Source: an optimization exercise on an open RTL-to-GDS flow (aim: small area). Production flows keep margins and buffers that such runs may drop. Only simulation tests tie the RTL to the original design; equivalence was not proved. No activity file was given, so power comes from the tool's default toggle rates.

## alu_unit
module alu_unit(input clk, input [31:0] aluIn1, input [31:0] aluIn2, input [1:0] aluOp,
 output reg overflow, output reg carry, output reg neg, output reg zero, output reg Npflag,
 output reg [31:0] aluOut);
	wire overflow_d, carry_d, neg_d, zero_d, Npflag_d;
	wire [31:0] aluOut_d;
	alu alu_i(aluIn1, aluIn2, aluOp, overflow, carry, neg, zero, Npflag,
		overflow_d, carry_d, neg_d, zero_d, Npflag_d, aluOut_d);
	always @(posedge clk) begin
		overflow <= overflow_d;
		carry <= carry_d;
		neg <= neg_d;
		zero <= zero_d;
		Npflag <= Npflag_d;
		aluOut <= aluOut_d;
	end
endmodule
Size: roughly 490 cells after synthesis, roughly 37 flip-flops, ~100 I/O pins, about 3700 um2 of cells after synthesis.
==> flow/config.mk <==
export PLATFORM = sky130hd
export DESIGN_NAME = alu_unit
export DESIGN_NICKNAME = alu_unit
export VERILOG_FILES = /design/flow/design.v
export SDC_FILE = /design/flow/constraint.sdc
export NUM_CORES = 4
export LEC_CHECK = 0
export CAP_MARGIN = 10
export CORE_MARGIN = 2
export CORE_UTILIZATION = 40
export CTS_BUF_LIST = sky130_fd_sc_hd__clkbuf_4
export CTS_CLUSTER_DIAMETER = 100
export CTS_CLUSTER_SIZE = 20
export PLACE_DENSITY = 0.6
export SLEW_MARGIN = 10
==> flow/constraint.sdc <==
create_clock -name core_clock -period 10.0 [get_ports {clk}]
set_input_delay 2.0000 -clock core_clock [delete_from_list [all_inputs] [get_ports {clk}]]
set_output_delay 2.0000 -clock core_clock [all_outputs]
set_load 0.01 [all_outputs]
standard.sh (not shown) runs the stock make flow with config.mk's settings and CLKGATE_MAP_FILE= SYNTH_SCRIPT=/design/flow/synth_recipe.tcl, a recipe that flattens the netlist after the stock synthesis.
==> flow/flow/run.sh <==
#!/bin/bash
# Layout flow: ORFS with the standard flow's synthesis except for an area-only ABC
# mapping script, and the ports buffered with the smallest buffer.
set -euo pipefail
W=$PWD
export MY_ABC_SCRIPT=$W/flow/abc_min.script
make -C "$FLOW_HOME" DESIGN_CONFIG="$FLOW_CONFIG" WORK_HOME="$W/orfs" CLKGATE_MAP_FILE= ADDER_MAP_FILE= \
  SYNTH_SCRIPT="$W/flow/synth_min.tcl" \
  "BUFFER_PORTS_ARGS=-buffer_cell sky130_fd_sc_hd__buf_1" \
  finish > "$W/make.log" 2>&1
R=$W/orfs/results/$FLOW_PLATFORM/alu_unit/base
: # left out here: write the final layout as DEF
==> flow/flow/abc_min.script <==
strash
&get -n
&st
&dch
&nf -C 32 -F 20 -A 20 -R 1000 -p
&put
topo
==> flow/flow/synth_min.tcl <==
# The standard flow's synthesis (synth_recipe.tcl) with one change: ABC maps with the
# script named by MY_ABC_SCRIPT instead of ORFS's abc_area/abc_speed script.
set fh [open $::env(SCRIPTS_DIR)/synth.tcl r]
set body [read $fh]
close $fh
set from {log_cmd abc {*}$abc_args}
set to "log_cmd abc {*}\[lreplace \$abc_args 1 1 $::env(MY_ABC_SCRIPT)\]"
set mod [string map [list $from $to] $body]
if { $mod eq $body } { error "synth.tcl: abc call not found" }
file mkdir $::env(RESULTS_DIR)
set fo [open $::env(RESULTS_DIR)/synth_min_body.tcl w]
puts $fo $mod
close $fo
proc synth {args} { yosys synth -nofsm -noshare {*}$args }
source $::env(RESULTS_DIR)/synth_min_body.tcl
# left out here: clear keep_hierarchy, flatten, clean up, hide names made inside functions, write 1_2_yosys.v
Next try:
--- a/flow/config.mk
+++ b/flow/config.mk
@@ -7,5 +7,5 @@
 export LEC_CHECK = 0
-export CAP_MARGIN = 10
+export CAP_MARGIN = 20
 export CORE_MARGIN = 2
-export CORE_UTILIZATION = 40
+export CORE_UTILIZATION = 55
 export CTS_BUF_LIST = sky130_fd_sc_hd__clkbuf_4
@@ -13,3 +13,3 @@
 export CTS_CLUSTER_SIZE = 20
-export PLACE_DENSITY = 0.6
-export SLEW_MARGIN = 10
+export PLACE_DENSITY = 0.65
+export SLEW_MARGIN = 20
Outcome: Utilization climbs by 18 points. Power is about the same. Setup slack loses 0.24 ns.
Next try:
--- a/flow/flow/run.sh
+++ b/flow/flow/run.sh
@@ -2,3 +2,4 @@
 # Layout flow: ORFS with the standard flow's synthesis except for an area-only ABC
-# mapping script, and the ports buffered with the smallest buffer.
+# mapping script, the ports buffered with the smallest buffer, and a clock
+# tree built without dummy load cells.
 set -euo pipefail
@@ -9,2 +10,3 @@
   "BUFFER_PORTS_ARGS=-buffer_cell sky130_fd_sc_hd__buf_1" \
+  "CTS_ARGS=-sink_clustering_enable -repair_clock_nets -buf_list sky130_fd_sc_hd__clkbuf_4 -dont_use_dummy_load" \
   finish > "$W/make.log" 2>&1
--- a/flow/config.mk
+++ b/flow/config.mk
@@ -9,7 +9,4 @@
 export CORE_MARGIN = 2
-export CORE_UTILIZATION = 55
-export CTS_BUF_LIST = sky130_fd_sc_hd__clkbuf_4
-export CTS_CLUSTER_DIAMETER = 100
-export CTS_CLUSTER_SIZE = 20
-export PLACE_DENSITY = 0.65
+export CORE_UTILIZATION = 40
+export PLACE_DENSITY = 0.6
 export SLEW_MARGIN = 20
- clock-buffer cell count does not change
- sequential cell count is unchanged
- combinational power barely changes
- design area rises by 0.72%

-- what the ideal ports hide --
The results above use ideal ports. As a check the final layouts listed here were re-extracted and re-timed, cells and wires unchanged. Step 1, drivers: a clkbuf_16 drives clk and a buf_2 each remaining input, both assumed. Step 2, shift: input delay + t, output delay - t, t = (earliest + latest rising clock arrival at the registers) / 2. This alone moves slack from input paths to output paths. Three values: no drivers, after step 1, after step 2; two values: the first two.
run	t, ns	setup WS [ns]	clock arrival spread, ns	worst data-port slew with drivers (ns)	cell pins on the clock port's net
the first run	0.365	1.007 / 1.008 / 0.643	0.011 / 0.010	0.03	1
the second run	0.370	0.768 / 0.775 / 0.405	0.008 / 0.008	0.04	1
the third run	0.354	0.990 / 0.996 / 0.642	0.015 / 0.014	0.03	1
After both steps setup and hold are still met in every run listed. The setup slack of the first run, which loses most, moves by +0.001 ns with the drivers and by -0.364 ns with both steps.
